This is an optimization exercise on Yosys and OpenROAD, whose aim is small area, a short achievable clock period and few clock cycles, not a production implementation. Where RTL was checked, it was by simulation tests only, not by an equivalence proof against the original. No activity file was given, so power comes from the tool's default toggle rates.

S:
## milestone1
module milestone1 (
		input logic CLOCK_50_I,
		input logic resetn,
		output logic SRAM_we_n,
		output logic [17:0] SRAM_address,
		output logic [15:0] SRAM_write_data,
		input logic [15:0] SRAM_read_data,
		input logic M1_enable,
		output logic M1_finish
);
Size in the first run: roughly 1,900 cells after synthesis, ~370 flip-flops, about 0.023 mm2 of cells after synthesis.
Settings: LEC_CHECK=0, CAP_MARGIN=20, CORE_MARGIN=2, CORE_UTILIZATION=40, PLACE_DENSITY=0.6, SLEW_MARGIN=20, SYNTH_HIERARCHICAL=1, SYNTH_MINIMUM_KEEP_SIZE=0; clock period 14.0 ns.
standard.sh (not shown) runs the stock make flow with config.mk's settings and CLKGATE_MAP_FILE= SYNTH_SCRIPT=/design/flow/synth_recipe.tcl, a recipe that flattens the netlist after the stock synthesis.
==> flow/flow/run.sh <==
#!/bin/bash
# Standard layout, with repair_timing asked for extra setup margin so that the
# optimiser works on paths well inside the design's clock period.
# Each step's full output goes to a log file of its own in this folder.
set -euo pipefail
MARGIN=${MARGIN:-10}
bash standard.sh synth > synth.log 2>&1
bash standard.sh SETUP_SLACK_MARGIN=$MARGIN finish > layout.log 2>&1
--- input diff S..Q ---
--- a/flow/design.v
+++ b/flow/design.v
@@ -26,13 +26,14 @@
 logic [7:0]  qu [0:5];
 logic [7:0]  qv [0:5];
 logic [7:0]  ulb;
 logic [15:0] vb;
 logic [7:0]  ylo, ysel_r;
 logic [8:0]  s1r, s2r, s3r;         
-logic [8:0]  v1r;                   
+logic [8:0]  fha, fhb;              
+logic        fhc;                   
 logic [22:0] ytr;                   
 logic [8:0]  pur, pvr;              
 logic [7:0]  b0;
 logic [10:0] tra, trb, tga, tgb, tba, tbb;    
 logic        trc, tgc, tbc;         
 logic [7:0] w0, w1, w2, w3, w4, w5;
@@ -202,15 +203,18 @@
 wire fsum_w143, fsum_w144;
 m1_fa fsum_w143_fa (.a(fsum_w84), .b(fsum_w111), .c(fsum_w110), .s(fsum_w143), .co(fsum_w144));
 wire fsum_w145 = ~fsum_w112;
 wire fsum_w146 = fsum_w112;
 wire [16:0] fsum_w147 = {fsum_w145, fsum_w143, fsum_w141, fsum_w139, fsum_w137, fsum_w135, fsum_w133, fsum_w131, fsum_w129, fsum_w127, fsum_w125, fsum_w123, fsum_w121, fsum_w119, fsum_w117, fsum_w115, ~s3r[0]};
 wire [16:0] fsum_w148 = {fsum_w144, fsum_w142, fsum_w140, fsum_w138, fsum_w136, fsum_w134, fsum_w132, fsum_w130, fsum_w128, fsum_w126, fsum_w124, fsum_w122, fsum_w120, fsum_w118, fsum_w116, fsum_w114, fsum_w113};
-wire [16:0] fsum = fsum_w147 + fsum_w148;
-logic [8:0] fout;
-assign fout = fsum[16:8];
+wire [16:0] fsum_a = fsum_w147;
+wire [16:0] fsum_b = fsum_w148;
+logic [8:0] fsl;
+assign fsl = {1'b0, fsum_a[7:0]} + {1'b0, fsum_b[7:0]};
+logic [8:0] fout;                   
+assign fout = fha + fhb + {8'd0, fhc};
 wire yt_w1 = ~ysel_r[7];
 wire yt_w2 = ysel_r[7];
 wire yt_w3 = ~ysel_r[6];
 wire yt_w4 = ysel_r[6];
 wire yt_w5 = ~ysel_r[7];
 wire yt_w6 = ysel_r[7];
@@ -726,16 +730,20 @@
 	end
 	if (p2) ylo <= SRAM_read_data[7:0];
 	ysel_r <= p2 ? SRAM_read_data[15:8] : ylo;
 	s1r <= {1'b0, fa} + {1'b0, ff};
 	s2r <= {1'b0, fb} + {1'b0, fe};
 	s3r <= {1'b0, fc} + {1'b0, fd};
-	if (p3) v1r <= fout;
+	fha <= fsum_a[16:8];
+	fhb <= fsum_b[16:8];
+	fhc <= fsl[8];
 	ytr <= yt[24:2];
-	pur <= p3 ? {qu[2][7], ~qu[2][7], qu[2][6:0]} : fout;
-	pvr <= p3 ? {qv[2][7], ~qv[2][7], qv[2][6:0]} : v1r;
+	if (p3) pur <= {qu[2][7], ~qu[2][7], qu[2][6:0]};
+	else if (p0) pur <= fout;
+	if (p3) pvr <= {qv[2][7], ~qv[2][7], qv[2][6:0]};
+	else if (p4) pvr <= fout;
 	tra <= tr_a[26:16]; trb <= tr_b[26:16]; trc <= trl[16];
 	tga <= tg_a[26:16]; tgb <= tg_b[26:16]; tgc <= tgl[16];
 	tba <= tb_a[26:16]; tbb <= tb_b[26:16]; tbc <= tbl[16];
 	b0 <= cb;
 	SRAM_write_data <= p0 ? {cr, cg} : p1 ? {b0, cr} : {cg, cb};
 end
[summary]
STATUS clock network power: Q loses against S
Looking only at tap cell count, and setting everything else aside, the lower value of Q and S goes to S.
Relative to S, routed length on met3 has decreased by 58 um in Q.
Of the two candidates, S has the better overall power after layout and Q the worse one.
Against S, Q reports a synthesized cell count that is higher.
Re placed cell area: S was lower than Q.
Side by side, via count turned out higher in Q than in S.
The buffers inserted during post-CTS setup optimization number comes out lower for Q vs S.
Testbench counts of Q, summed over its fixed seeds: cycles 1,536,240.
Function not checked in S: the RTL went through the layout flow alone.

==> port drivers added, routing unchanged <==
Ports are ideal in the flow. The routed layouts listed here were re-timed in OpenROAD. Step 1: set_driving_cell puts a clkbuf_16 on CLOCK_50_I and a buf_2 on each other input, an assumption about the parent block. Step 2 adds t to the input delays and takes it off the output delays; t is the mean of the earliest and latest rising clock arrival at the registers after step 1. Input paths then give back, and output paths get back, about the clock's delay inside the block. Slacks: ideal / step 1 / step 2; pairs: ideal / step 1.
run	shift t [ns]	slack for setup (ns)	latest minus earliest clock arrival (ns)
S	0.626	9.639 / 9.639 / 9.639	0.027 / 0.028
Q	0.639	9.993 / 9.933 / 10.172	0.035 / 0.035
After both steps setup and hold are still met in every run listed.
